What follows belongs to an exercise in optimizing a design on an open flow for small area and a short achievable clock period; a production flow would make more cautious choices.
No run shown here included a check of the RTL's function; only the layout flow was run.
Power figures rest on the tool's default switching activity, not on a simulated workload.

==> design/flow/design.v <==
module step_csa (
  input  wire [15:0] hs,
  input  wire [15:0] hc,
  input  wire [17:0] r0,
  input  wire [17:0] r1,
  input  wire [17:0] r2,
  input  wire [17:0] r3,
  input  wire        cin,
  output wire [23:0] x,
  output wire [23:0] y
);
  wire t1 = hs[4] ^ hc[4];
  wire t2 = hs[4] & hc[4];
  wire t3 = hs[5] ^ hc[5] ^ r0[5];
  wire t4 = (hs[5] & hc[5]) | (hs[5] & r0[5]) | (hc[5] & r0[5]);
  wire t5 = hs[6] ^ hc[6] ^ r0[6];
  wire t6 = (hs[6] & hc[6]) | (hs[6] & r0[6]) | (hc[6] & r0[6]);
  wire t7 = r1[4] ^ r2[2];
  wire t8 = r1[4] & r2[2];
  wire t9 = hs[7] ^ hc[7] ^ r0[7];
  wire t10 = (hs[7] & hc[7]) | (hs[7] & r0[7]) | (hc[7] & r0[7]);
  wire t11 = r1[5] ^ r2[3] ^ r3[1];
  wire t12 = (r1[5] & r2[3]) | (r1[5] & r3[1]) | (r2[3] & r3[1]);
  wire t13 = hs[8] ^ hc[8] ^ r0[8];
  wire t14 = (hs[8] & hc[8]) | (hs[8] & r0[8]) | (hc[8] & r0[8]);
  wire t15 = r1[6] ^ r2[4] ^ r3[2];
  wire t16 = (r1[6] & r2[4]) | (r1[6] & r3[2]) | (r2[4] & r3[2]);
  wire t17 = hs[9] ^ hc[9] ^ r0[9];
  wire t18 = (hs[9] & hc[9]) | (hs[9] & r0[9]) | (hc[9] & r0[9]);
  wire t19 = r1[7] ^ r2[5] ^ r3[3];
  wire t20 = (r1[7] & r2[5]) | (r1[7] & r3[3]) | (r2[5] & r3[3]);
  wire t21 = hs[10] ^ hc[10] ^ r0[10];
  wire t22 = (hs[10] & hc[10]) | (hs[10] & r0[10]) | (hc[10] & r0[10]);
  wire t23 = r1[8] ^ r2[6] ^ r3[4];
  wire t24 = (r1[8] & r2[6]) | (r1[8] & r3[4]) | (r2[6] & r3[4]);
  wire t25 = hs[11] ^ hc[11] ^ r0[11];
  wire t26 = (hs[11] & hc[11]) | (hs[11] & r0[11]) | (hc[11] & r0[11]);
  wire t27 = r1[9] ^ r2[7] ^ r3[5];
  wire t28 = (r1[9] & r2[7]) | (r1[9] & r3[5]) | (r2[7] & r3[5]);
  wire t29 = hs[12] ^ hc[12] ^ r0[12];
  wire t30 = (hs[12] & hc[12]) | (hs[12] & r0[12]) | (hc[12] & r0[12]);
  wire t31 = r1[10] ^ r2[8] ^ r3[6];
  wire t32 = (r1[10] & r2[8]) | (r1[10] & r3[6]) | (r2[8] & r3[6]);
  wire t33 = hs[13] ^ hc[13] ^ r0[13];
  wire t34 = (hs[13] & hc[13]) | (hs[13] & r0[13]) | (hc[13] & r0[13]);
  wire t35 = r1[11] ^ r2[9] ^ r3[7];
  wire t36 = (r1[11] & r2[9]) | (r1[11] & r3[7]) | (r2[9] & r3[7]);
  wire t37 = hs[14] ^ hc[14] ^ r0[14];
  wire t38 = (hs[14] & hc[14]) | (hs[14] & r0[14]) | (hc[14] & r0[14]);
  wire t39 = r1[12] ^ r2[10] ^ r3[8];
  wire t40 = (r1[12] & r2[10]) | (r1[12] & r3[8]) | (r2[10] & r3[8]);
  wire t41 = hs[15] ^ hc[15] ^ r0[15];
  wire t42 = (hs[15] & hc[15]) | (hs[15] & r0[15]) | (hc[15] & r0[15]);
  wire t43 = r1[13] ^ r2[11] ^ r3[9];
  wire t44 = (r1[13] & r2[11]) | (r1[13] & r3[9]) | (r2[11] & r3[9]);
  wire t45 = r0[16] ^ r1[14] ^ r2[12];
  wire t46 = (r0[16] & r1[14]) | (r0[16] & r2[12]) | (r1[14] & r2[12]);
  wire t47 = r0[17] ^ r1[15];
  wire t48 = r0[17] & r1[15];
  wire t49 = hs[0] ^ hc[0];
  wire t50 = hs[0] & hc[0];
  wire t51 = hs[1] ^ hc[1];
  wire t52 = hs[1] & hc[1];
  wire t53 = hs[2] ^ hc[2] ^ r0[2];
  wire t54 = (hs[2] & hc[2]) | (hs[2] & r0[2]) | (hc[2] & r0[2]);
  wire t55 = hs[3] ^ hc[3] ^ r0[3];
  wire t56 = (hs[3] & hc[3]) | (hs[3] & r0[3]) | (hc[3] & r0[3]);
  wire t57 = r0[4] ^ r1[2] ^ r2[0];
  wire t58 = (r0[4] & r1[2]) | (r0[4] & r2[0]) | (r1[2] & r2[0]);
  wire t59 = r1[3] ^ r2[1] ^ t3;
  wire t60 = (r1[3] & r2[1]) | (r1[3] & t3) | (r2[1] & t3);
  wire t61 = r3[0] ^ t5 ^ t7;
  wire t62 = (r3[0] & t5) | (r3[0] & t7) | (t5 & t7);
  wire t63 = t9 ^ t11 ^ t6;
  wire t64 = (t9 & t11) | (t9 & t6) | (t11 & t6);
  wire t65 = t13 ^ t15 ^ t10;
  wire t66 = (t13 & t15) | (t13 & t10) | (t15 & t10);
  wire t67 = t17 ^ t19 ^ t14;
  wire t68 = (t17 & t19) | (t17 & t14) | (t19 & t14);
  wire t69 = t21 ^ t23 ^ t18;
  wire t70 = (t21 & t23) | (t21 & t18) | (t23 & t18);
  wire t71 = t25 ^ t27 ^ t22;
  wire t72 = (t25 & t27) | (t25 & t22) | (t27 & t22);
  wire t73 = t29 ^ t31 ^ t26;
  wire t74 = (t29 & t31) | (t29 & t26) | (t31 & t26);
  wire t75 = t33 ^ t35 ^ t30;
  wire t76 = (t33 & t35) | (t33 & t30) | (t35 & t30);
  wire t77 = t37 ^ t39 ^ t34;
  wire t78 = (t37 & t39) | (t37 & t34) | (t39 & t34);
  wire t79 = t41 ^ t43 ^ t38;
  wire t80 = (t41 & t43) | (t41 & t38) | (t43 & t38);
  wire t81 = r3[10] ^ t45 ^ t42;
  wire t82 = (r3[10] & t45) | (r3[10] & t42) | (t45 & t42);
  wire t83 = r2[13] ^ r3[11] ^ t47;
  wire t84 = (r2[13] & r3[11]) | (r2[13] & t47) | (r3[11] & t47);
  wire t85 = r1[16] ^ r2[14] ^ r3[12];
  wire t86 = (r1[16] & r2[14]) | (r1[16] & r3[12]) | (r2[14] & r3[12]);
  wire t87 = r1[17] ^ r2[15];
  wire t88 = r1[17] & r2[15];
  wire t89 = r0[0] ^ cin;
  wire t90 = r0[0] & cin;
  wire t91 = r0[1] ^ t51 ^ t50;
  wire t92 = (r0[1] & t51) | (r0[1] & t50) | (t51 & t50);
  wire t93 = r1[0] ^ t53 ^ t52;
  wire t94 = (r1[0] & t53) | (r1[0] & t52) | (t53 & t52);
  wire t95 = r1[1] ^ t55 ^ t54;
  wire t96 = (r1[1] & t55) | (r1[1] & t54) | (t55 & t54);
  wire t97 = t1 ^ t57 ^ t56;
  wire t98 = (t1 & t57) | (t1 & t56) | (t57 & t56);
  wire t99 = t2 ^ t59 ^ t58;
  wire t100 = (t2 & t59) | (t2 & t58) | (t59 & t58);
  wire t101 = t4 ^ t61 ^ t60;
  wire t102 = (t4 & t61) | (t4 & t60) | (t61 & t60);
  wire t103 = t8 ^ t63 ^ t62;
  wire t104 = (t8 & t63) | (t8 & t62) | (t63 & t62);
  wire t105 = t12 ^ t65 ^ t64;
  wire t106 = (t12 & t65) | (t12 & t64) | (t65 & t64);
  wire t107 = t16 ^ t67 ^ t66;
  wire t108 = (t16 & t67) | (t16 & t66) | (t67 & t66);
  wire t109 = t20 ^ t69 ^ t68;
  wire t110 = (t20 & t69) | (t20 & t68) | (t69 & t68);
  wire t111 = t24 ^ t71 ^ t70;
  wire t112 = (t24 & t71) | (t24 & t70) | (t71 & t70);
  wire t113 = t28 ^ t73 ^ t72;
  wire t114 = (t28 & t73) | (t28 & t72) | (t73 & t72);
  wire t115 = t32 ^ t75 ^ t74;
  wire t116 = (t32 & t75) | (t32 & t74) | (t75 & t74);
  wire t117 = t36 ^ t77 ^ t76;
  wire t118 = (t36 & t77) | (t36 & t76) | (t77 & t76);
  wire t119 = t40 ^ t79 ^ t78;
  wire t120 = (t40 & t79) | (t40 & t78) | (t79 & t78);
  wire t121 = t44 ^ t81 ^ t80;
  wire t122 = (t44 & t81) | (t44 & t80) | (t81 & t80);
  wire t123 = t46 ^ t83 ^ t82;
  wire t124 = (t46 & t83) | (t46 & t82) | (t83 & t82);
  wire t125 = t48 ^ t85 ^ t84;
  wire t126 = (t48 & t85) | (t48 & t84) | (t85 & t84);
  wire t127 = r3[13] ^ t87 ^ t86;
  wire t128 = (r3[13] & t87) | (r3[13] & t86) | (t87 & t86);
  wire t129 = r2[16] ^ r3[14] ^ t88;
  wire t130 = (r2[16] & r3[14]) | (r2[16] & t88) | (r3[14] & t88);
  wire t131 = r2[17] ^ r3[15];
  wire t132 = r2[17] & r3[15];
  assign x = {r3[17], r3[16], t131, t129, t127, t125, t123, t121, t119, t117, t115, t113, t111, t109, t107, t105, t103, t101, t99, t97, t95, t93, t91, t49};
  assign y = {1'b0, t132, t130, t128, t126, t124, t122, t120, t118, t116, t114, t112, t110, t108, t106, t104, t102, t100, t98, t96, t94, t92, t90, t89};
endmodule
`timescale 1ns/1ps
module router_extended (
  input  wire        clk,
  input  wire        rst,
  input  wire        start,
  input  wire [2:0]  cond_sel,
  input  wire [3:0]  opcode,
  input  wire [15:0] op_a,
  input  wire [15:0] op_b,
  output reg         busy,
  output reg         done,
  output reg  [31:0] result
);
  wire f_bin = (opcode <= 4'd2);
  wire f_dec = (opcode >= 4'd3)   && (opcode <= 4'd5);
  wire f_duo = (opcode >= 4'd6) && (opcode <= 4'd8);
  reg [3:0] lat1;
  always @(*) begin
    case (cond_sel)
      3'd0:    lat1 = f_bin ? 4'd2 : f_dec ? 4'd9 : 4'd7;
      3'd1:    lat1 = f_dec ? 4'd2 : 4'd7;
      3'd2:    lat1 = f_duo ? 4'd2 : f_bin ? 4'd7 : 4'd9;
      3'd4:    lat1 = (f_bin | f_dec) ? 4'd2 : 4'd7;
      default: lat1 = (f_bin | f_dec | f_duo) ? 4'd2 : 4'd9;
    endcase
  end
  reg  [3:0] cnt;
  wire       last = (cnt == 4'd0);
  always @(posedge clk) begin
    if (rst) begin
      busy <= 1'b0;
      done <= 1'b0;
      cnt  <= 4'd0;
    end else begin
      done <= busy & last;
      if (!busy) begin
        busy <= start;
        if (start) cnt <= lat1;
      end else if (last) begin
        busy <= 1'b0;
      end else begin
        cnt <= cnt - 4'd1;
      end
    end
  end
  wire is_add = (opcode == 4'd0) || (opcode == 4'd3) || (opcode == 4'd6);
  wire is_sub = (opcode == 4'd1) || (opcode == 4'd4) || (opcode == 4'd7);
  wire [15:0] h_init = is_add ? op_b : is_sub ? ~op_b : 16'd0;
  wire [15:0] m_init = (opcode == 4'd2)   ? op_b  :
                       (opcode == 4'd5) ? 16'd10 :
                       (opcode == 4'd8)  ? 16'd3  :
                       (is_add | is_sub)         ? 16'd1  : 16'd0;
  function [11:0] dec(input [7:0] c);
    integer i;
    for (i = 0; i < 4; i = i + 1)
      dec[3*i +: 3] = {c[2*i+1] & c[2*i], c[2*i+1] & ~c[2*i], ~c[2*i+1] & c[2*i]};
  endfunction
  function [17:0] row(input [2:0] sel, input [15:0] a, input [17:0] a3);
    row = ({18{sel[0]}} & {2'b0, a}) |
          ({18{sel[1]}} & {1'b0, a, 1'b0}) |
          ({18{sel[2]}} & a3);
  endfunction
  reg  [15:0] a_r;      
  reg  [17:0] a3_r;     
  reg         sub_r;    
  reg  [15:0] hs, hc;   
  reg  [7:0]  ls, lc;   
  reg  [11:0] sel;      
  reg  [7:0]  lb;       
  wire        load = !busy | (cnt == 4'd3);
  wire [8:0]  lo = {1'b0, ls} + {1'b0, lc};
  wire [23:0] x, y;
  step_csa u_csa (
    .hs(hs), .hc(hc),
    .r0(row(sel[2:0], a_r, a3_r)), .r1(row(sel[5:3], a_r, a3_r)),
    .r2(row(sel[8:6], a_r, a3_r)), .r3(row(sel[11:9], a_r, a3_r)),
    .cin(lo[8]), .x(x), .y(y)
  );
  always @(posedge clk) begin
    a_r   <= op_a;
    a3_r  <= {2'b0, op_a} + {1'b0, op_a, 1'b0};
    sub_r <= is_sub;
    if (load) begin
      hs  <= h_init;
      hc  <= {15'd0, is_sub};
      ls  <= 8'd0;
      lc  <= 8'd0;
      sel <= dec(m_init[7:0]);
      lb  <= m_init[15:8];
    end else begin
      hs  <= x[23:8];
      hc  <= y[23:8];
      ls  <= x[7:0];
      lc  <= y[7:0];
      sel <= dec(lb);
      lb  <= lo[7:0];
    end
  end
  wire [23:0] f = {hs, ls} + {hc, lc};
  wire        borrow = sub_r & ~f[8];
  wire [31:0] res = {f[23:9] | {15{borrow}}, f[8] ^ sub_r, f[7:0], lb};
  always @(posedge clk) begin
    if (rst)
      result <= 32'd0;
    else if (busy & last)
      result <= res;
  end
endmodule
==> design/flow/run.sh <==
#!/bin/bash
# synth_recipe.tcl (not shown) runs the flow's synth.tcl, then flattens the netlist and writes it again
# the make line also repeats each setting of config.mk as NAME=value (left out here)
make -C /OpenROAD-flow-scripts/flow DESIGN_CONFIG=/design/flow/config.mk WORK_HOME=/design/flow/orfs CLKGATE_MAP_FILE= SYNTH_SCRIPT=/design/flow/synth_recipe.tcl finish
==> design/flow/config.mk <==
export PLATFORM = sky130hd
export DESIGN_NAME = router_extended
export DESIGN_NICKNAME = router_extended
export VERILOG_FILES = /design/flow/design.v
export SDC_FILE = /design/flow/constraint.sdc
export NUM_CORES = 4
export LEC_CHECK = 0
export ABC_CLOCK_PERIOD_IN_PS = 1500
export CAP_MARGIN = 20
export CORE_MARGIN = 2
export CORE_UTILIZATION = 40
export SETUP_SLACK_MARGIN = 5
export SLEW_MARGIN = 20
==> design/flow/constraint.sdc <==
create_clock -name core_clock -period 10.0 [get_ports {clk}]
set_input_delay 2.0000 -clock core_clock [delete_from_list [all_inputs] [get_ports {clk}]]
set_output_delay 2.0000 -clock core_clock [all_outputs]
set_load 0.01 [all_outputs]
==> notes.md, run 1 <==
status: no timing/DRC/antenna violations
leakage: 4.847 nW
global route overflow: 0
worst-path maximum fanout: 4
CP cell instances: clkdlybuf4s50_1 -> ha_1 -> inv_1 -> fa_1 -> nor2b_1 -> o21a_1 -> o2111ai_1 -> nand2_1 -> a2111oi_0 -> nor3_1 -> xor2_1
num ports: 76
Clock Latency Late Sink: 0.42 ns
pre-CTS WS: 5.612 ns
main combinational cell family by area after synthesis: compound AO/OA/AOI/OAI gates
worst min-delay path class: reg2reg
Setup crit end kind: flop
Starting Density: 0.4098
worst hold slack: 0.4510 ns
Arrival @ worst endpoint: 4.33 ns
# diodes: 0
Placer Congestion: 0.9314
synth unique cells: 67
ys async rst share: 0
Routed WL per cell: 17.83 µm
slew of the pin with the lowest slew margin: 0.9473 ns
placed cells: 1318
CTS resizes: 0
CTS Hold Buffers Added: 0
Post-Syn Area: 0.008971 mm²
pwr/cell area: 165.9 mW/mm²
ys flop type: dfxtp_1
drc violations: 0
post-synthesis compound-gate area fraction: 0.2208
H-tree levels: 4
mean number of vias per cell: 5.599
Setup Fix Bufs, Post-CTS: 0
Final Max Slew Viols: 0
layout cell share with drive strength beyond 1: 0.04766
vias in the first global route: 7012
Setup CP Type: in2reg
Rows: 54
yosys warns: 1
pin count of the biggest net entering global routing: 51
core area: 0.02189 mm²
first-pass GRT wire length: 38.43 mm
Worst EP required: 10.30 ns
delay-heaviest family, CP: compound AO/OA/AOI/OAI gates
utilization after layout: 0.4742
final worst setup slack: 5.968 ns
multiplexer share of the synthesized area: 0.003487
MaxCap Viol Count: 0
peak supply drop: 0.0001016 V
final setup vio count: 0
antenna violations before repair: 0
sequential area share after synthesis: 0.3102
reg2reg setup slack: 6.90 ns
IO buf count: 75
Iteration-0 DRC Markers: 1328
CTS tree: built
area leader, netlist: dfxtp_1
Num CTS Buffers: 17
post-synthesis net count: 1178
setup tns final: 0 ns
Syn Area/Cell: 8.735 µm²
Tmin final: 4.032 ns
Fin. Hold Viols: 0
total track usage: 0.2047
largest cells by area after synthesis: dfxtp_1 (31%), fa_1 (13%), ha_1 (7.0%)
XOR/XNOR Fraction of Synth Area: 0.03222
Initial DRT Pass Iterations: 14
Layout Area Growth over Synthesis: 15.70%
buffers and inverters on the worst path: 2
headroom to the max-slew limit: 0.3670
Adder-Cell Fraction of Synth Area: 0.2014
Final #Nets: 1208
final std cells w/o fill: 1350
RSZ-0062 raised after global routing: no
Gate Count Post-Synth: 1027
Max clock buf depth: 2
Root Driver: clkbuf_16
die span in x: 153.8 µm
Yosys top cell area share: 0.3102
Seq cells post-synth: 139
chip height: 153.8 µm
CTS Sinks: 139
Post-synth EDFFs: 0
post-route antenna net violation count: 0
Clock Skew: 0.008686 ns
DP HPWL: 18.23 mm
Setup crit start kind: primary input
DIE AREA: 0.02364 mm²
Post-Synth Simple-Gate Area: 0.1364
Routed WL: 24.08 mm
routed vias: 7559
slowest CP cell: clkdlybuf4s50_1
Worst-path clk slew: 0.06 ns
fin crit share: 0.4032
Max stage delay on crit path: 0.47 ns
f_max: 248.0 MHz
Filler Cell Count: 2188
## cells in the final DEF, fill, tap and decap left out, types with 4 or more instances in the layout
master	n
clkdlybuf4s50_1	75
nor2_1	65
fa_1	59
o21ai_0	47
inv_6	5
xor2_1	9
a222oi_1	60
a21oi_1	75
a22o_1	9
o21bai_1	4
nand3_1	19
a211oi_1	15
xnor2_1	24
nand2b_1	7
a31oi_1	10
and3_1	34
and2_1	5
o21a_1	4
inv_1	135
clkbuf_16	17
nor2b_1	6
a21o_1	17
buf_4	8
dfxtp_1	139
nand2_1	90
nor3_1	10
nand3b_1	10
ha_1	50
## area by class of cell
cell class / count / area (µm²) / area share
Inverter: 135 / 506.7 / 0.04882
Clock inverter: 14 / 158.9 / 0.01531
Tap cell: 280 / 350.3 / 0.03375
Clock buffer: 18 / 439.2 / 0.04231
Sequential cell: 139 / 2783 / 0.2681
Timing Repair Buffer: 83 / 810.8 / 0.07811
Multi-Input combinational cell: 681 / 5331 / 0.5136
## flip-flops by register name, summed over array words and instances (netlist names)
register and flops:
a3_r 18, sel 12, cnt 4, sub_r 1
hs 16, hc 15, lc 8, busy 1
result 32, ls 8, done 1, lb 8
a_r 15
## power by group
group          internal [mW]  switching [mW]  leakage [nW]  total (mW)
combinational          0.172           0.240          3.41       0.412
clock                  0.380           0.258         0.294       0.638
sequential             0.611          0.0619          1.14       0.673
total                   1.16           0.561          4.85        1.72
## cell usage after synthesis (3+ instances only)
| cell type | instances |
|---|---|
| xor2_1 | 9 |
| nand2_1 | 90 |
| buf_6 | 3 |
| o21bai_1 | 4 |
| nand4_1 | 3 |
| o21ai_0 | 47 |
| o22ai_1 | 3 |
| fa_1 | 59 |
| and2_1 | 5 |
| nand3b_1 | 10 |
| or3_1 | 3 |
| dfxtp_1 | 139 |
| and3_1 | 34 |
| o21a_1 | 4 |
| xnor2_1 | 24 |
| nor2b_1 | 6 |
| a222oi_1 | 60 |
| inv_1 | 135 |
| a22o_1 | 9 |
| a211oi_1 | 15 |
| nand3_1 | 19 |
| a21o_1 | 17 |
| a21oi_1 | 75 |
| nand2b_1 | 7 |
| ha_1 | 50 |
| nor3_1 | 10 |
| nor2_1 | 65 |
| a31oi_1 | 10 |
| buf_2 | 3 |
| clkbuf_1 | 60 |
## layer usage
metal | up-vias | GRT usage | part of all wire
li1 | 3665 | - | -
met5 | - | 0 | 0
met4 | 0 | 0.04281 | 0.012
met2 | 334 | 0.3020 | 0.43
met1 | 3529 | 0.3042 | 0.48
met3 | 31 | 0.04932 | 0.085
## through the flow
stage / area, µm² / total power, mW
floorplan: 8971 / 0.9575
global placement: 9782 / 1.091
detailed placement: 9782 / 1.092
CTS: 10380 / 1.731
global route: 10380 / 1.822
finish: 10380 / 1.723
## final timing paths
check / end / cells after the start / from
worst max-delay path: a3_r[11]$_DFF_P_ / 11 / op_a[1]
worst min-delay path: result[7]$_SDFFE_PP0P_ / 2 / result[7]$_SDFFE_PP0P_
worst max register to register: result[31]$_SDFFE_PP0P_ / 14 / ls[0]$_SDFF_PN0_
worst min register to register: result[7]$_SDFFE_PP0P_ / 2 / result[7]$_SDFFE_PP0P_
## logic make-up (layout without fill, tap and decap cells)
family	count (synthesis)	after routing
xor+xnor	33	33
fa+ha+maj	109	109
mux	3	3
buf+inv	207	250
compound gates	277	277
flops	139	139
simple gates	259	259
## worst min-delay path, delay by kind of cell, from the launching register on
kind	cells	cell delay, ns
compound gates	1	0.05
flops	1	0.31
simple gates	1	0.05
==> inputs of run 2 (changes only) <==
==> design/flow/flow/run.sh (new file) <==
#!/bin/bash
# The standard layout, with timing repair aimed past the 10 ns constraint.
set -euo pipefail
bash standard.sh SETUP_SLACK_MARGIN=7 finish > standard.log 2>&1
==> design/flow/standard.sh (new file) <==
#!/bin/bash
# synth_recipe.tcl (not shown) runs the flow's synth.tcl, then flattens the netlist and writes it again
# the make line also repeats each setting of config.mk as NAME=value (left out here)
make -C /OpenROAD-flow-scripts/flow DESIGN_CONFIG=/design/flow/config.mk WORK_HOME=/design/flow/orfs CLKGATE_MAP_FILE= SYNTH_SCRIPT=/design/flow/synth_recipe.tcl "${@:-finish}"
--- a/design/flow/config.mk
+++ b/design/flow/config.mk
@@ -9,5 +9,4 @@
 export CAP_MARGIN = 20
 export CORE_MARGIN = 2
 export CORE_UTILIZATION = 40
-export SETUP_SLACK_MARGIN = 5
 export SLEW_MARGIN = 20
removed: design/flow/run.sh
==> run 2 against run 1 <==
  * Critical endpoint unchanged
  * Maximum frequency up 19%
  * Cell area rose by 8.4%
  * Utilization rose by 4.0 points
  * Total power rose by 5.7%
  * Critical path type unchanged
  * Sequential power is essentially flat
  * Sequential cell count did not move
==> notes.md, run 2 <==
status: no timing/DRC/antenna violations (unchanged)
f_max: 294.1 MHz (was 248.0 MHz)
Setup crit start kind: primary input (unchanged)
Reg2Reg Depth: 6 (was 14)
Final Max Slew Viols: 0 (unchanged)
Syn Area/Cell: 8.735 µm² (unchanged)
worst hold slack: 0.4511 ns (was 0.4510 ns)
H-tree levels: 4 (unchanged)
Setup CP Type: in2reg (unchanged)
vias in the first global route: 7393 (was 7012)
Clock Latency Late Sink: 0.44 ns (was 0.42 ns)
CTS Sinks: 139 (unchanged)
peak supply drop: 0.0001066 V (was 0.0001016 V)
most frequent cells in the layout: inv_1 (130), dfxtp_1 (111), nand2_1 (86) (was dfxtp_1 (139), inv_1 (135), nand2_1 (90))
total track usage: 0.2137 (was 0.2047)
most common cell after layout, fill and taps aside: inv_1 (was dfxtp_1)
final setup vio count: 0 (unchanged)
DP HPWL: 18.57 mm (was 18.23 mm)
Final Cell Area: 0.01125 mm² (was 0.01038 mm²)
area leader, netlist: dfxtp_1 (unchanged)
Gate Count Post-Synth: 1027 (unchanged)
Starting Density: 0.4098 (unchanged)
headroom to the max-slew limit: 0.4175 (was 0.3670)
Fin. Hold Viols: 0 (unchanged)
ys async rst share: 0 (unchanged)
yosys warns: 1 (unchanged)
Max clock buf depth: 2 (unchanged)
fin crit share: 0.3400 (was 0.4032)
chip height: 153.8 µm (unchanged)
mean number of vias per cell: 5.678 (was 5.599)
Final #Nets: 1257 (was 1208)
Worst EP required: 10.32 ns (was 10.30 ns)
most common cell in the netlist: dfxtp_1 (unchanged)
sequential area share after synthesis: 0.3102 (unchanged)
die span in x: 153.8 µm (unchanged)
Placer Congestion: 0.8476 (was 0.9314)
largest cells by area after synthesis: dfxtp_1 (31%), fa_1 (13%), ha_1 (7.0%) (unchanged)
IO buf count: 75 (unchanged)
Hold Path End: result[3]$_SDFFE_PP0P_ (was result[7]$_SDFFE_PP0P_)
setup tns final: 0 ns (unchanged)
Post-synth EDFFs: 0 (unchanged)
Setup crit end kind: flop (unchanged)
Layout Area Growth over Synthesis: 25.45% (was 15.70%)
Tmin final: 3.400 ns (was 4.032 ns)
synth unique cells: 67 (unchanged)
DIE AREA: 0.02364 mm² (unchanged)
Filler Cell Count: 2020 (was 2188)
routed vias: 7943 (was 7559)
drc violations: 0 (unchanged)
reg2reg setup slack: 7.06 ns (was 6.90 ns)
delay-heaviest family, CP: compound AO/OA/AOI/OAI gates (unchanged)
MaxCap Viol Count: 0 (unchanged)
Yosys top cell area share: 0.3102 (unchanged)
core area: 0.02189 mm² (unchanged)
Worst R2R End: ls[6]$_SDFF_PN0_ (was result[31]$_SDFFE_PP0P_)
antenna violations before repair: 0 (unchanged)
Largest register FFs: 32 (unchanged)
post-synthesis net count: 1178 (unchanged)
worst min-delay path class: reg2reg (unchanged)
Initial DRT Pass Iterations: 13 (was 14)
layout cell share with drive strength beyond 1: 0.2225 (was 0.04766)
Routed WL: 26.31 mm (was 24.08 mm)
pin count of the biggest net entering global routing: 55 (was 51)
Num CTS Buffers: 17 (unchanged)
Critical R2R Launch: sel[0]$_DFF_P_ (was ls[0]$_SDFF_PN0_)
Seq cells post-synth: 139 (unchanged)
Post-Syn Area: 0.008971 mm² (unchanged)
Placement Cell Area: 0.009878 mm² (was 0.009782 mm²)
Iteration-0 DRC Markers: 1212 (was 1328)
CP cell instances: buf_8 -> ha_4 -> inv_2 -> fa_2 -> nor2b_1 -> o21a_1 -> o2111ai_2 -> nand2_2 -> a2111oi_4 -> nor3_2 -> xor2_1 (was clkdlybuf4s50_1 -> ha_1 -> inv_1 -> fa_1 -> nor2b_1 -> o21a_1 -> o2111ai_1 -> nand2_1 -> a2111oi_0 -> nor3_1 -> xor2_1)
Arrival @ worst endpoint: 3.72 ns (was 4.33 ns)
# diodes: 0 (unchanged)
Hold Path Stages: 2 (unchanged)
hold path start: result[3]$_SDFFE_PP0P_ (was result[7]$_SDFFE_PP0P_)
Top reg by flops: result (unchanged)
Root Driver: clkbuf_16 (unchanged)
slew of the pin with the lowest slew margin: 0.8716 ns (was 0.9473 ns)
Rows: 54 (unchanged)
leakage: 5.313 nW (was 4.847 nW)
global route overflow: 0 (unchanged)
CTS tree: built (unchanged)
ys flop type: dfxtp_1 (unchanged)
Worst-path clk slew: 0.06 ns (about the same)
worst-path maximum fanout: 3 (was 4)
Routed WL per cell: 18.80 µm (was 17.83 µm)
RSZ-0062 raised after global routing: yes (was no)
Clock Skew: 0.01016 ns (was 0.008686 ns)
Max stage delay on crit path: 0.34 ns (was 0.47 ns)
Largest regs: result (32), a3_r (18), hs (16) (unchanged)
pwr/cell area: 161.8 mW/mm² (was 165.9 mW/mm²)
first-pass GRT wire length: 40.12 mm (was 38.43 mm)
buffers and inverters on the worst path: 2 (unchanged)
post-route antenna net violation count: 0 (unchanged)
num ports: 76 (unchanged)
slowest CP cell: a2111oi_4 (was clkdlybuf4s50_1)
Post-synth top cells: dfxtp_1 (139), inv_1 (135), nand2_1 (90) (unchanged)
[run 2: cell counts after synthesis]
No cell type changed its count.
[run 2: per-stage QoR]
stage | cells | utilization | power [mW] | setup slack [ns]
after CTS | 1371 | 0.4962 | 1.795 | 6.606
after global routing | 1399 | 0.5141 | 1.912 | 6.514
after floorplan | 1027 | - | 0.9647 | 6.429
after detailed placement | 1317 | 0.4512 | 1.100 | 5.596
after global placement | 1317 | 0.4512 | 1.098 | 5.651
final | 1399 | 0.5141 | 1.820 | 6.600
[run 2: how the worst max path moves through the flow]
stage / cells after the start / from / to / slack, ns
CTS: 11 / op_a[1] / a3_r[11]$_DFF_P_ / 6.61
detailed placement: 11 / op_a[1] / a3_r[13]$_DFF_P_ / 5.60
global placement: 11 / op_a[1] / a3_r[13]$_DFF_P_ / 5.65
global route: 11 / op_a[1] / a3_r[11]$_DFF_P_ / 6.51
finish: 11 / op_a[1] / a3_r[11]$_DFF_P_ / 6.60
floorplan: 10 / op_a[0] / a3_r[11]$_DFF_P_ / 6.43
[run 2: layout make-up]
type                            count  area, µm²  share of cell area
Clock buffer                       17      425.4             0.03780
Tap cell                          280      350.3             0.03113
Inverter                          135      506.7             0.04503
Multi-Input combinational cell    681       5833              0.5183
Clock inverter                     15      200.2             0.01779
Timing Repair Buffer              132       1114             0.09894
Sequential cell                   139       2825              0.2510
[run 2: what timing repair did]
action,4_1_cts,5_1_grt
resized for setup,243,113
cloned,0,2
setup buffers,22,26
hold buffers,0,0
endpoints found under the setup margin,96,65
pin swaps,23,49
[run 2: per-layer routing]
metal	global-route usage	vias up	wire length, µm
met4	0.05155	0	407
met3	0.04961	48	2113
met1	0.3096	3786	12090
li1	-	3747	-
met5	0	-	0
met2	0.3228	362	11700
[run 2: worst min-delay path: stages, from the launching register on]
cell and delay (ns):
dfxtp_1 0.31, nand2_1 0.05, a21oi_1 0.05
[run 2: cells by family after synthesis]
kind of cell,share of synthesized area
compound gates,0.2208
simple gates,0.1364
buf+inv,0.09554
flops,0.3102
fa+ha+maj,0.2014
xor+xnor,0.03222
mux,0.003487
[run 2: report_power, final]
group          internal, mW  switching (mW)
sequential            0.612          0.0597
combinational         0.200           0.271
clock                 0.403           0.276
==> inputs of run 3 (changes only) <==
--- a/design/flow/design.v
+++ b/design/flow/design.v
@@ -145,6 +145,35 @@
   assign y = {1'b0, t132, t130, t128, t126, t124, t122, t120, t118, t116, t114, t112, t110, t108, t106, t104, t102, t100, t98, t96, t94, t92, t90, t89};
 endmodule
 `timescale 1ns/1ps
+module ks_add #(
+  parameter W = 18
+)(
+  input  wire [W-1:0] x,
+  input  wire [W-1:0] y,
+  output wire [W-1:0] s
+);
+  localparam N = $clog2(W);
+  wire [W-1:0] g [0:N];
+  wire [W-1:0] p [0:N];
+  assign g[0] = x & y;
+  assign p[0] = x ^ y;
+  genvar l, i;
+  generate
+    for (l = 0; l < N; l = l + 1) begin : lvl
+      for (i = 0; i < W; i = i + 1) begin : bit_
+        if (i >= (1 << l)) begin : comb
+          assign g[l+1][i] = g[l][i] | (p[l][i] & g[l][i-(1<<l)]);
+          assign p[l+1][i] = p[l][i] & p[l][i-(1<<l)];
+        end else begin : pass
+          assign g[l+1][i] = g[l][i];
+          assign p[l+1][i] = p[l][i];
+        end
+      end
+    end
+  endgenerate
+  assign s = p[0] ^ {g[N][W-2:0], 1'b0};
+endmodule
+`timescale 1ns/1ps
 module router_extended (
   input  wire        clk,
   input  wire        rst,
@@ -214,6 +243,8 @@
   reg  [11:0] sel;      
   reg  [7:0]  lb;       
   wire        load = !busy | (cnt == 4'd3);
+  wire [17:0] a3;
+  ks_add #(.W(18)) u_a3 (.x({2'b0, op_a}), .y({1'b0, op_a, 1'b0}), .s(a3));
   wire [8:0]  lo = {1'b0, ls} + {1'b0, lc};
   wire [23:0] x, y;
   step_csa u_csa (
@@ -224,7 +255,7 @@
   );
   always @(posedge clk) begin
     a_r   <= op_a;
-    a3_r  <= {2'b0, op_a} + {1'b0, op_a, 1'b0};
+    a3_r  <= a3;
     sub_r <= is_sub;
     if (load) begin
       hs  <= h_init;
==> design/flow/run.sh (new file) <==
#!/bin/bash
# synth_recipe.tcl (not shown) runs the flow's synth.tcl, then flattens the netlist and writes it again
# the make line also repeats each setting of config.mk as NAME=value (left out here)
make -C /OpenROAD-flow-scripts/flow DESIGN_CONFIG=/design/flow/config.mk WORK_HOME=/design/flow/orfs CLKGATE_MAP_FILE= SYNTH_SCRIPT=/design/flow/synth_recipe.tcl finish
--- a/design/flow/config.mk
+++ b/design/flow/config.mk
@@ -5,8 +5,9 @@
 export SDC_FILE = /design/flow/constraint.sdc
 export NUM_CORES = 4
 export LEC_CHECK = 0
-export ABC_CLOCK_PERIOD_IN_PS = 1500
+export ABC_CLOCK_PERIOD_IN_PS = 1000
 export CAP_MARGIN = 20
 export CORE_MARGIN = 2
 export CORE_UTILIZATION = 40
+export SETUP_SLACK_MARGIN = 5
 export SLEW_MARGIN = 20
removed: design/flow/flow/run.sh
removed: design/flow/standard.sh
==> run 3 against run 2 <==
  * Largest power group is now registers
  * Die area increased by 2.0%
  * Critical endpoint is now a3_r[15]$_DFF_P_
  * Still clean on timing, DRC and antenna
  * Register-to-register slack worse by 0.60 ns
  * Cell area down 6.2%
  * Clock-buffer cell count grew 2
  * First-iteration DRC count is 17% lower
  * Maximum frequency down 17%
  * Sequential cell count stayed put
==> notes.md, run 3 <==
status: no timing/DRC/antenna violations (unchanged)
total track usage: 0.2065 (was 0.2137)
Tmin final: 4.081 ns (was 3.400 ns)
ys async rst share: 0 (unchanged)
Final Max Slew Viols: 0 (unchanged)
antenna violations before repair: 0 (unchanged)
most common cell in the netlist: inv_1 (was dfxtp_1)
Worst EP required: 10.36 ns (was 10.32 ns)
Filler Cell Count: 2201 (was 2020)
Setup Fix Bufs, Post-CTS: 0 (was 22)
post-synthesis net count: 1218 (was 1178)
Design Power: 1.730 mW (was 1.820 mW)
most common cell after layout, fill and taps aside: inv_1 (unchanged)
ys flop type: dfxtp_1 (unchanged)
fin crit share: 0.4081 (was 0.3400)
f_max: 245.0 MHz (was 294.1 MHz)
mean number of vias per cell: 5.550 (was 5.678)
Num CTS Buffers: 17 (unchanged)
pwr/cell area: 163.9 mW/mm² (was 161.8 mW/mm²)
Hold Path Stages: 2 (unchanged)
Root Driver: clkbuf_16 (unchanged)
most frequent cells in the layout: inv_1 (145), dfxtp_1 (139), nand2_1 (77) (was inv_1 (130), dfxtp_1 (111), nand2_1 (86))
largest cells by area after synthesis: dfxtp_1 (30%), fa_1 (13%), ha_1 (6.8%) (was dfxtp_1 (31%), fa_1 (13%), ha_1 (7.0%))
Placement Cell Area: 0.009982 mm² (was 0.009878 mm²)
Placer Congestion: 0.8688 (was 0.8476)
Setup crit start kind: primary input (unchanged)
final setup vio count: 0 (unchanged)
leakage: 4.755 nW (was 5.313 nW)
Rows: 55 (was 54)
Worst R2R End: result[26]$_SDFFE_PP0P_ (was ls[6]$_SDFF_PN0_)
Setup CP Type: in2reg (unchanged)
Iteration-0 DRC Markers: 1010 (was 1212)
H-tree levels: 4 (unchanged)
num ports: 76 (unchanged)
DP HPWL: 18.53 mm (was 18.57 mm)
vias in the first global route: 7240 (was 7393)
CTS resizes: 0 (was 243)
synth unique cells: 74 (was 67)
Gate Count Post-Synth: 1067 (was 1027)
CTS Hold Buffers Added: 0 (unchanged)
Post-synth top cells: inv_1 (145), dfxtp_1 (139), nand2_1 (77) (was dfxtp_1 (139), inv_1 (135), nand2_1 (90))
post-route antenna net violation count: 0 (unchanged)
setup tns final: 0 ns (unchanged)
area leader, netlist: dfxtp_1 (unchanged)
Post-synth EDFFs: 0 (unchanged)
FF/Latch Area: 0.002783 mm² (was 0.002825 mm²)
first-pass GRT wire length: 38.97 mm (was 40.12 mm)
global route overflow: 0 (unchanged)
die span in x: 155.3 µm (was 153.8 µm)
reg2reg setup slack: 6.46 ns (was 7.06 ns)
Seq cells post-synth: 139 (unchanged)
# diodes: 0 (unchanged)
CTS tree: built (unchanged)
Routed WL: 24.24 mm (was 26.31 mm)
worst min-delay path class: reg2reg (unchanged)
Hold Path End: result[6]$_SDFFE_PP0P_ (was result[3]$_SDFFE_PP0P_)
IO buf count: 75 (unchanged)
chip height: 155.3 µm (was 153.8 µm)
Yosys top cell area share: 0.3040 (was 0.3102)
Starting Density: 0.4055 (was 0.4098)
core area: 0.02257 mm² (was 0.02189 mm²)
Post-Syn Area: 0.009154 mm² (was 0.008971 mm²)
worst-path maximum fanout: 4 (was 3)
placed cells: 1358 (was 1317)
drc violations: 0 (unchanged)
Top reg by flops: result (unchanged)
layout cell share with drive strength beyond 1: 0.04887 (was 0.2225)
Clock Skew: 0.01324 ns (was 0.01016 ns)
Setup crit end kind: flop (unchanged)
area of the multi-input gates: 0.005495 mm² (was 0.005833 mm²)
Largest register FFs: 32 (unchanged)
hold path start: result[6]$_SDFFE_PP0P_ (was result[3]$_SDFFE_PP0P_)
Initial DRT Pass Iterations: 13 (unchanged)
RSZ-0062 raised after global routing: no (was yes)
Clock Latency Late Sink: 0.43 ns (was 0.44 ns)
peak supply drop: 0.00009718 V (was 0.0001066 V)
pin count of the biggest net entering global routing: 41 (was 55)
Fin. Hold Viols: 0 (unchanged)
final std cells w/o fill: 1390 (was 1399)
Routed WL per cell: 17.44 µm (was 18.80 µm)
Max clock buf depth: 2 (unchanged)
Critical R2R Launch: lc[0]$_SDFF_PN0_ (was sel[0]$_DFF_P_)
slew of the pin with the lowest slew margin: 1.048 ns (was 0.8716 ns)
Arrival @ worst endpoint: 4.45 ns (was 3.72 ns)
Layout Area Growth over Synthesis: 15.32% (was 25.45%)
Reg2Reg Depth: 14 (was 6)
DIE AREA: 0.02411 mm² (was 0.02364 mm²)
Largest regs: result (32), a3_r (18), hs (16) (unchanged)
CTS Sinks: 139 (unchanged)
sequential area share after synthesis: 0.3040 (was 0.3102)
yosys warns: 2 (was 1)
Final #Nets: 1243 (was 1257)
MaxCap Viol Count: 0 (unchanged)
Worst-path clk slew: 0.06 ns (about the same)
routed vias: 7715 (was 7943)
Final Cell Area: 0.01056 mm² (was 0.01125 mm²)
Syn Area/Cell: 8.579 µm² (was 8.735 µm²)
headroom to the max-slew limit: 0.2993 (was 0.4175)
-- run 3: area by class of cell --
cell class | count | area share
clock buffer | 19 | 0.04196
clock inverter | 13 | 0.01245
inverter | 145 | 0.05156
multi-input combinational | 707 | 0.5206
sequential | 139 | 0.2636
tap | 285 | 0.03378
timing repair buffer | 82 | 0.07609
-- run 3: kinds of logic after synthesis --
group	count (synthesis)	synth area share
compound gates	278	0.2169
buf+inv	221	0.09568
mux	4	0.004374
flops	139	0.3040
xor+xnor	29	0.02775
simple gates	286	0.1528
fa+ha+maj	110	0.1985
-- run 3: report_power, final --
group | total, mW | internal (mW) | switching (mW)
clock | 0.617 | 0.354 | 0.263
combinational | 0.438 | 0.180 | 0.258
sequential | 0.675 | 0.613 | 0.0621
total | 1.73 | 1.15 | 0.583
-- run 3: worst max-delay path, cell delays in order --
cell	delay, ns
clkdlybuf4s50_1	0.47
ha_1	0.22
inv_1	0.07
fa_1	0.20
nor2b_1	0.05
o21ai_0	0.23
a21oi_1	0.14
o41ai_2	0.39
o21ai_0	0.22
o31ai_1	0.30
xor2_1	0.16
-- run 3: per-layer routing --
layer / vias up / global-route usage / wire length [µm]
met1: 3606 / 0.3041 / 11950
met3: 27 / 0.04095 / 1658
met4: 0 / 0.06029 / 369
li1: 3801 / - / -
met2: 281 / 0.3067 / 10260
met5: - / 0 / 0
-- run 3: worst max path at each step --
| stage | from | endpoint | slack [ns] | depth (start not counted) |
|---|---|---|---|---|
| global route | op_a[1] | a3_r[15]$_DFF_P_ | 5.75 | 11 |
| finish | op_a[1] | a3_r[15]$_DFF_P_ | 5.92 | 11 |
| detailed placement | op_a[1] | a3_r[15]$_DFF_P_ | 5.46 | 11 |
| global placement | op_a[1] | a3_r[15]$_DFF_P_ | 5.53 | 11 |
| floorplan | op_a[0] | a3_r[15]$_DFF_P_ | 6.26 | 10 |
| CTS | op_a[1] | a3_r[15]$_DFF_P_ | 5.92 | 11 |
-- run 3: metrics by stage --
| stage | util | hold slack [ns] | setup slack, ns |
|---|---|---|---|
| final | 0.4677 | 0.4530 | 5.919 |
| after global routing | 0.4677 | 0.4811 | 5.750 |
| after CTS | 0.4677 | 0.4562 | 5.921 |
| after detailed placement | 0.4422 | 0.4470 | 5.460 |
| after global placement | 0.4422 | 0.4434 | 5.535 |
| after floorplan | - | 0.4451 | 6.264 |

separate check: timing with driven ports:
In the flow no input, the clock included, has a driving cell. The finished layouts below were timed again as built, in two steps. Step 1 assumes that a clkbuf_16 drives the clock port and a buf_2 every other input. Step 2, shift: input delay + t, output delay - t, t = (earliest + latest rising clock arrival at the registers) / 2. This alone moves slack from input paths to output paths. Three values: ideal, step 1, step 2; two values: the first two.
| run | shift t [ns] | setup WS [ns] | hold slack, ns | worst setup path at the end | worst slew at a driven data input, ns |
|---|---|---|---|---|---|
| run 1 | 0.459 | 5.968 / 5.989 / 5.531 | 0.451 / 0.451 / 0.451 | input to register | 0.04 |
| run 2 | 0.475 | 6.600 / 6.599 / 6.123 | 0.451 / 0.451 / 0.451 | input to register | 0.12 |
| run 3 | 0.466 | 5.919 / 5.938 / 5.473 | 0.453 / 0.453 / 0.453 | input to register | 0.05 |
After both steps setup and hold are still met in every run listed. The setup slack of run 2, which loses most, moves by -0.001 ns with the drivers and by -0.477 ns with both steps.
